Context: an optimization exercise on an open-source flow, tuned for small area. The choices shown serve that exercise and are no tape-out recipe. Where RTL was checked, it was by simulation tests only, not by an equivalence proof against the original. The clock port is modelled as an ideal driver; clocking choices that lean on that would not hold on a real chip. Power is estimated from default activity; no workload was simulated.

==> inputs of run a <==
// vending_top
module vending_top (
    input  wire       clk,
    input  wire       sys_rst,
    input  wire       btn_reset,
    input  wire       btn_confirm,
    input  wire       btn_nickel,
    input  wire       btn_dime,
    input  wire       btn_quarter,
    input  wire       sw_sel0,
    input  wire       sw_sel1,
    input  wire       sw_restock,
    output wire [6:0] seg,
    output wire       dp,
    output wire [3:0] an,
    output wire [3:0] led
);
==> module fsm_controller, before the edit <==
module fsm_controller (
    input  wire       clk,
    input  wire       rst,
    input  wire       en_1hz,
    input  wire       btn_confirm,
    input  wire       btn_nickel,
    input  wire       btn_dime,
    input  wire       btn_quarter,
    input  wire [1:0] sw_item,
    input  wire       sw_restock,
    input  wire [1:0] sel,
    output reg  [3:0] digit,
    output wire [3:0] item_leds
);
    localparam [3:0] S_IDLE = 4'b0010;
    localparam [3:0] S_SO1  = 4'b0001;
    localparam [3:0] S_SO0  = 4'b0000;
    localparam [3:0] S_SP1  = 4'b0101;
    localparam [3:0] S_SP0  = 4'b0100;
    localparam [3:0] S_INS  = 4'b0110;
    localparam [3:0] S_D2   = 4'b1010;
    localparam [3:0] S_D1   = 4'b1001;
    localparam [3:0] S_D0   = 4'b1000;
    localparam [3:0] S_C2   = 4'b1110;
    localparam [3:0] S_C1   = 4'b1101;
    localparam [3:0] S_C0   = 4'b1100;
    reg [3:0] state;
    reg       led_on;
    reg [1:0] sel_item;
    reg [4:0] val;
    reg [2:0] sold_0, sold_1, sold_2, sold_3;
    wire idle  = (state[3:2] == 2'b00) &  state[1];
    wire g_so  = (state[3:2] == 2'b00) & ~state[1];
    wire g_sp  = (state[3:2] == 2'b01) & ~state[1];
    wire g_ins = (state[3:2] == 2'b01) &  state[1];
    wire g_d   = (state[3:2] == 2'b10);
    wire g_c   = (state[3:2] == 2'b11);
    wire t0    = (state[1:0] == 2'b00);
    wire [1:0] idx = idle ? sw_item : sel_item;
    reg [2:0] cur_sold;
    always @(*) begin
        case (idx)
            2'd0: cur_sold = sold_0;
            2'd1: cur_sold = sold_1;
            2'd2: cur_sold = sold_2;
            default: cur_sold = sold_3;
        endcase
    end
    function [4:0] price5;
        input [1:0] item;
        case (item)
            2'd0: price5 = 5'd5;
            2'd1: price5 = 5'd10;
            2'd2: price5 = 5'd15;
            default: price5 = 5'd19;
        endcase
    endfunction
    wire [4:0] price = price5(sel_item);
    wire paid = (val >= price);
    wire restock_inc = idle && sw_restock && btn_confirm && (cur_sold != 3'b000);
    wire sale        = g_ins && paid;
    wire sold_we     = restock_inc | sale;
    wire [2:0] sold_new = sale ? {cur_sold[1:0], ~cur_sold[2]} : {~cur_sold[0], cur_sold[2:1]};
    always @(posedge clk) begin
        if (rst) begin
            sold_0 <= 3'b000;
            sold_1 <= 3'b000;
            sold_2 <= 3'b000;
            sold_3 <= 3'b000;
        end else if (sold_we) begin
            case (idx)
                2'd0: sold_0 <= sold_new;
                2'd1: sold_1 <= sold_new;
                2'd2: sold_2 <= sold_new;
                default: sold_3 <= sold_new;
            endcase
        end
    end
    always @(posedge clk) begin
        if (rst)
            led_on <= 1'b0;
        else
            led_on <= g_d;
    end
    always @(posedge clk) begin
        if (idle) begin
            sel_item <= sw_item;
            val      <= 5'd0;
        end else if (g_ins) begin
            if (paid)
                val <= {2'b00, val[2:0] - price[2:0]};
            else if (btn_nickel)
                val <= val + 5'd1;
            else if (btn_dime && val != 5'd18)
                val <= val + 5'd2;
            else if (btn_quarter && val <= 5'd14)
                val <= val + 5'd5;
        end
    end
    always @(posedge clk) begin
        if (rst)
            state <= S_IDLE;
        else if (idle) begin
            if (!sw_restock && btn_confirm)
                state <= (cur_sold == 3'b100) ? S_SO1 : S_SP1;
        end else if (g_ins) begin
            if (paid)
                state <= S_D2;
        end else if (t0) begin
            if (g_sp)
                state <= S_INS;
            else if (g_d && val[2:0] != 3'd0)
                state <= S_C2;
            else
                state <= S_IDLE;
        end else if (en_1hz)
            state <= state - 4'd1;
    end
    assign item_leds = led_on ? (4'b0001 << sel_item) : 4'b0000;
    reg [3:0] stock_digit;
    always @(*) begin
        case (cur_sold)
            3'b000: stock_digit = 4'd5;
            3'b001: stock_digit = 4'd4;
            3'b011: stock_digit = 4'd3;
            3'b111: stock_digit = 4'd2;
            3'b110: stock_digit = 4'd1;
            default: stock_digit = 4'd0;
        endcase
    end
    wire [3:0] val_tens  = val[4:1];
    wire [3:0] val_units = val[0] ? 4'd5 : 4'd0;
    reg [3:0] letter;
    always @(*) begin
        case (sw_item)
            2'd0: letter = 4'hA;
            2'd1: letter = 4'h8;
            2'd2: letter = 4'hC;
            default: letter = 4'hD;
        endcase
    end
    always @(*) begin
        if (idle) begin
            if (!sw_restock)
                digit = 4'h0;
            else case (sel)
                2'b00: digit = stock_digit;
                2'b01: digit = 4'hF;
                2'b11: digit = 4'hE;
                default: digit = letter;
            endcase
        end else if (g_d)
            digit = 4'hE;
        else if (g_so) begin
            case (sel)
                2'b00, 2'b01: digit = 4'hE;
                2'b11: digit = 4'hB;
                default: digit = 4'hA;
            endcase
        end else begin
            case (sel)
                2'b00: digit = g_sp ? ((sel_item == 2'd1) ? 4'd0 : 4'd5) : val_units;
                2'b01: digit = g_sp ? ((sel_item == 2'd0) ? 4'd2 : (sel_item == 2'd1) ? 4'd5 : (sel_item == 2'd2) ? 4'd7 : 4'd9) : val_tens;
                2'b11: digit = g_c ? 4'hD : 4'hF;
                default: digit = g_c ? 4'hC : 4'hF;
            endcase
        end
    end
endmodule
export LEC_CHECK = 0
export ABC_AREA = 1
export CAP_MARGIN = 0
export CORE_MARGIN = 2
export CORE_UTILIZATION = 40
export GPL_TIMING_DRIVEN = 0
export SLEW_MARGIN = 0
create_clock -name core_clock -period 10.0 [get_ports {clk}]
standard.sh (not shown) runs the stock make flow with config.mk's settings and CLKGATE_MAP_FILE= SYNTH_SCRIPT=/design/flow/synth_recipe.tcl, a recipe that flattens the netlist after the stock synthesis.
==> flow/flow/run.sh <==
#!/bin/bash
set -euo pipefail
W=$(pwd)
rm -rf "$W/scripts_mod"
cp -r "$FLOW_HOME/scripts" "$W/scripts_mod"
cp "$W/flow/abc_area.script" "$W/scripts_mod/abc_area.script"

bash standard.sh SCRIPTS_DIR="$W/scripts_mod" ADDER_MAP_FILE= synth > "$W/synth.log" 2>&1
rm -rf "$W/scripts_mod"

bash standard.sh \
  BUFFER_PORTS_ARGS="-buffer_cell sky130_fd_sc_hd__buf_1" \
  CTS_ARGS="-sink_clustering_enable -repair_clock_nets -dont_use_dummy_load -buf_list {sky130_fd_sc_hd__clkbuf_8} -root_buf sky130_fd_sc_hd__clkbuf_8" \
  POST_CTS_TCL="$W/flow/clk_downsize.tcl" \
  finish > "$W/pnr.log" 2>&1
==> flow/flow/abc_area.script <==
strash
&get -n
&st
&deepsyn -T 60
&nf -R 1000
&put
==> flow/flow/clk_downsize.tcl <==
proc clk_pin_worst_slew {} {
  set worst 0
  foreach pin [all_registers -clock_pins -edge_triggered] {
    foreach e {rise fall} {
      set s [sta::time_ui_sta [get_property $pin slew_max_$e]]
      set worst [expr {max($worst, $s * 1e12)}]
    }
  }
  return $worst
}
set limit 108
set db [ord::get_db]
set sizes {}
foreach n {sky130_fd_sc_hd__clkbuf_1 sky130_fd_sc_hd__clkbuf_2 sky130_fd_sc_hd__clkbuf_4} { lappend sizes [$db findMaster $n] }
estimate_parasitics -placement
puts "clock downsize: start worst slew [clk_pin_worst_slew] ps"
# leaves first, then the buffers that drive them
set bufs {}
foreach inst [[ord::get_db_block] getInsts] {
  if {[string match "clkbuf_*" [$inst getName]]} { lappend bufs [list [string match "clkbuf_0_*" [$inst getName]] $inst] }
}
foreach e [lsort -integer -index 0 $bufs] {
  set inst [lindex $e 1]
  set m [$inst getMaster]
  if {![string match "sky130_fd_sc_hd__clkbuf_*" [$m getName]]} continue
  if {![string match "clkbuf_*" [$inst getName]]} continue
  set done 0
  foreach s $sizes {
    if {$done} break
    $inst swapMaster $s
    estimate_parasitics -placement
    set w [clk_pin_worst_slew]
    if {$w <= $limit} {
      puts "clock downsize: [$inst getName] to [$s getName] ($w ps)"
      set done 1
    }
  }
  if {!$done} {
    $inst swapMaster $m
    estimate_parasitics -placement
    puts "clock downsize: keep [$inst getName] [$m getName]"
  }
}
puts "clock downsize: end worst slew [clk_pin_worst_slew] ps"
==> run b: changes against run a <==
--- a/flow/design.v
+++ b/flow/design.v
@@ -97,30 +97,21 @@
     output reg  [3:0] digit,
     output wire [3:0] item_leds
 );
-    localparam [3:0] S_IDLE = 4'b0010;
-    localparam [3:0] S_SO1  = 4'b0001;
-    localparam [3:0] S_SO0  = 4'b0000;
-    localparam [3:0] S_SP1  = 4'b0101;
-    localparam [3:0] S_SP0  = 4'b0100;
-    localparam [3:0] S_INS  = 4'b0110;
-    localparam [3:0] S_D2   = 4'b1010;
-    localparam [3:0] S_D1   = 4'b1001;
-    localparam [3:0] S_D0   = 4'b1000;
-    localparam [3:0] S_C2   = 4'b1110;
-    localparam [3:0] S_C1   = 4'b1101;
-    localparam [3:0] S_C0   = 4'b1100;
-    reg [3:0] state;
+    reg [6:0] ctl;
     reg       led_on;
     reg [1:0] sel_item;
-    reg [4:0] val;
     reg [2:0] sold_0, sold_1, sold_2, sold_3;
-    wire idle  = (state[3:2] == 2'b00) &  state[1];
-    wire g_so  = (state[3:2] == 2'b00) & ~state[1];
-    wire g_sp  = (state[3:2] == 2'b01) & ~state[1];
-    wire g_ins = (state[3:2] == 2'b01) &  state[1];
-    wire g_d   = (state[3:2] == 2'b10);
-    wire g_c   = (state[3:2] == 2'b11);
-    wire t0    = (state[1:0] == 2'b00);
+    wire [1:0] grp   = ctl[6:5];
+    wire [4:0] data  = ctl[4:0];
+    wire [1:0] timer = ctl[4:3];
+    wire       g_msg = (grp == 2'b00);
+    wire       idle  = g_msg & (ctl[1:0] == 2'b00);
+    wire       g_so  = g_msg & ctl[0];
+    wire       g_sp  = g_msg & ctl[1];
+    wire       g_ins = (grp == 2'b01);
+    wire       g_d   = (grp == 2'b10);
+    wire       g_c   = (grp == 2'b11);
+    wire       t0    = (timer == 2'b00);
     wire [1:0] idx = idle ? sw_item : sel_item;
     reg [2:0] cur_sold;
     always @(*) begin
@@ -141,7 +132,7 @@
         endcase
     endfunction
     wire [4:0] price = price5(sel_item);
-    wire paid = (val >= price);
+    wire paid = (data >= price);
     wire restock_inc = idle && sw_restock && btn_confirm && (cur_sold != 3'b000);
     wire sale        = g_ins && paid;
     wire sold_we     = restock_inc | sale;
@@ -167,39 +158,33 @@
         else
             led_on <= g_d;
     end
-    always @(posedge clk) begin
-        if (idle) begin
+    always @(posedge clk)
+        if (idle)
             sel_item <= sw_item;
-            val      <= 5'd0;
-        end else if (g_ins) begin
-            if (paid)
-                val <= {2'b00, val[2:0] - price[2:0]};
-            else if (btn_nickel)
-                val <= val + 5'd1;
-            else if (btn_dime && val != 5'd18)
-                val <= val + 5'd2;
-            else if (btn_quarter && val <= 5'd14)
-                val <= val + 5'd5;
-        end
-    end
     always @(posedge clk) begin
         if (rst)
-            state <= S_IDLE;
+            ctl <= 7'd0;
         else if (idle) begin
             if (!sw_restock && btn_confirm)
-                state <= (cur_sold == 3'b100) ? S_SO1 : S_SP1;
+                ctl <= {2'b00, 2'd1, 1'b0, (cur_sold == 3'b100) ? 2'b01 : 2'b10};
         end else if (g_ins) begin
             if (paid)
-                state <= S_D2;
+                ctl <= {2'b10, 2'd2, data[2:0] - price[2:0]};
+            else if (btn_nickel)
+                ctl[4:0] <= data + 5'd1;
+            else if (btn_dime && data != 5'd18)
+                ctl[4:0] <= data + 5'd2;
+            else if (btn_quarter && data <= 5'd14)
+                ctl[4:0] <= data + 5'd5;
         end else if (t0) begin
             if (g_sp)
-                state <= S_INS;
-            else if (g_d && val[2:0] != 3'd0)
-                state <= S_C2;
+                ctl <= {2'b01, 5'd0};
+            else if (g_d && data[2:0] != 3'd0)
+                ctl <= {2'b11, 2'd2, data[2:0]};
             else
-                state <= S_IDLE;
+                ctl <= 7'd0;
         end else if (en_1hz)
-            state <= state - 4'd1;
+            ctl[4:3] <= timer - 2'd1;
     end
     assign item_leds = led_on ? (4'b0001 << sel_item) : 4'b0000;
     reg [3:0] stock_digit;
@@ -213,8 +198,8 @@
             default: stock_digit = 4'd0;
         endcase
     end
-    wire [3:0] val_tens  = val[4:1];
-    wire [3:0] val_units = val[0] ? 4'd5 : 4'd0;
+    wire [3:0] val_tens  = {data[4:3] & {2{g_ins}}, data[2:1]};
+    wire [3:0] val_units = data[0] ? 4'd5 : 4'd0;
     reg [3:0] letter;
     always @(*) begin
         case (sw_item)
--- a/flow/flow/run.sh
+++ b/flow/flow/run.sh
@@ -1,4 +1,15 @@
 #!/bin/bash
+# Own layout flow: ORFS's standard flow (standard.sh) with three changes:
+#  - synthesis maps logic with an area-oriented ABC script (flow/abc_area.script:
+#    AIG resynthesis with &deepsyn, then area mapping with &nf), used through a
+#    copy of ORFS's scripts folder, and without extracting half/full adder
+#    cells; registers are mapped as in the standard synthesis;
+#  - input/output port buffers are the smallest buffer (buf_1);
+#  - clock tree synthesis uses clkbuf_8 buffers and no dummy loads; after it,
+#    flow/clk_downsize.tcl (run as ORFS's POST_CTS_TCL hook) turns each clock
+#    buffer into a clkbuf_4 where the estimated flip-flop clock-pin slew stays
+#    within 100 ps.
+# Each make run's full output goes to a log file in this folder.
 set -euo pipefail
 W=$(pwd)
 rm -rf "$W/scripts_mod"
==> flow/flow/clk_downsize.tcl (replaced) <==
proc clk_pin_worst_slew {} {
  set worst 0
  foreach pin [all_registers -clock_pins -edge_triggered] {
    foreach e {rise fall} {
      set s [sta::time_ui_sta [get_property $pin slew_max_$e]]
      set worst [expr {max($worst, $s * 1e12)}]
    }
  }
  return $worst
}
set limit 100
set small [[ord::get_db] findMaster sky130_fd_sc_hd__clkbuf_4]
estimate_parasitics -placement
puts "clock downsize: start worst slew [clk_pin_worst_slew] ps"
foreach inst [[ord::get_db_block] getInsts] {
  set m [$inst getMaster]
  if {[$m getName] ne "sky130_fd_sc_hd__clkbuf_8"} continue
  if {![string match "clkbuf_*" [$inst getName]]} continue
  $inst swapMaster $small
  estimate_parasitics -placement
  set w [clk_pin_worst_slew]
  if {$w > $limit} {
    $inst swapMaster $m
    estimate_parasitics -placement
    puts "clock downsize: keep [$inst getName] ($w ps)"
  } else {
    puts "clock downsize: [$inst getName] to clkbuf_4 ($w ps)"
  }
}
puts "clock downsize: end worst slew [clk_pin_worst_slew] ps"
Settings changed: CAP_MARGIN 0 to 20, GPL_TIMING_DRIVEN 0 to unset, SLEW_MARGIN 0 to 20.
==> run c: changes against run a <==
==> flow/flow/run.sh (replaced) <==
#!/bin/bash
# Own layout flow: ORFS's standard flow (standard.sh) with three changes:
#  - synthesis maps logic with an area-oriented ABC script (flow/abc_area.script,
#    used through a copy of ORFS's scripts folder) and without extracting
#    half/full adder cells; registers are mapped as in the standard synthesis;
#  - input/output port buffers are the smallest buffer (buf_1);
#  - clock tree synthesis uses small clock buffers and no dummy loads.
# Each make run's full output goes to a log file in this folder.
set -euo pipefail
W=$(pwd)
rm -rf "$W/scripts_mod"
cp -r "$FLOW_HOME/scripts" "$W/scripts_mod"
cp "$W/flow/abc_area.script" "$W/scripts_mod/abc_area.script"

bash standard.sh SCRIPTS_DIR="$W/scripts_mod" ADDER_MAP_FILE= synth > "$W/synth.log" 2>&1

bash standard.sh \
  BUFFER_PORTS_ARGS="-buffer_cell sky130_fd_sc_hd__buf_1" \
  CTS_ARGS="-sink_clustering_enable -repair_clock_nets -dont_use_dummy_load -buf_list {sky130_fd_sc_hd__clkbuf_4 sky130_fd_sc_hd__clkbuf_8} -root_buf sky130_fd_sc_hd__clkbuf_8 -sink_clustering_size 30 -sink_clustering_max_diameter 150" \
  finish > "$W/pnr.log" 2>&1
==> flow/flow/abc_area.script (replaced) <==
strash
&get -n
&st
&deepsyn -T 60
&dch
&nf -R 1000
&st
&dch
&nf -R 1000
&put
Settings changed: CAP_MARGIN 0 to 20, GPL_TIMING_DRIVEN 0 to unset, SLEW_MARGIN 0 to 20.
removed: flow/flow/clk_downsize.tcl
==> results.txt <==
| quantity | run b | run c | run a |
|---|---|---|---|
| Area of the die | 0.00983 sq mm | 0.00979 sq mm | 0.00967 sq mm |
| Worst hold start | u_clkdiv.c[0] | u_fsm.sold_2[0] | u_clkdiv.c[1] |
| WP data arrival | 4.35 ns | 5.09 ns | 5.40 ns |
| Met2 track demand over resource | 27.2% | 28.2% | 24.8% |
| Overall power | 0.766 mW | 0.521 mW | 0.492 mW |
| Share of cell area taken by flip-flops and latches | 39.9% | 40.9% | 41.6% |
| Area Overhead vs Synth | 9.36% | 9.96% | 9.35% |
| Achievable clock frequency | 158 MHz | 141 MHz | 135 MHz |
| Number of instances in the synthesized netlist | 421 | 416 | 402 |
| First-iteration detailed-routing DRC count | 201 | 128 | 115 |
| Detailed-router iteration count before antenna repair | 5 | 4 | 4 |
| Leakage Power | 1.40 nW | 1.36 nW | 1.32 nW |
| Share of the final layout cell area in multi-input gates | 50.5% | 49.0% | 48.5% |
| Worst VDD drop | 0.0677 mV | 0.0657 mV | 0.0749 mV |
| Outcome | no timing/DRC/antenna violations | no timing/DRC/antenna violations | no timing/DRC/antenna violations |
For run b, only the layout was checked, not whether the RTL still works.

[port drivers added, routing unchanged]
In the flow no input, the clock included, has a driving cell. The finished layouts below were timed again as built, in two steps.
Step 1 assumes that a clkbuf_16 drives the clock port and a buf_2 every other input.
Step 2, shift: input delay + t, output delay - t, t = (earliest + latest rising clock arrival at the registers) / 2. This alone moves slack from input paths to output paths.
a / b / c = ideal / step 1 / step 2; a / b = the first two.
run | t, ns | setup slack, ns | slew at the worst register clock pin (ns)
run a | 0.518 | 2.598 / 2.570 / 3.087 | 0.09 / 0.09
run b | 0.441 | 3.655 / 3.625 / 4.066 | 0.10 / 0.10
run c | 0.364 | 2.915 / 2.884 / 3.248 | 0.09 / 0.09
After both steps setup and hold are still met in every run listed.
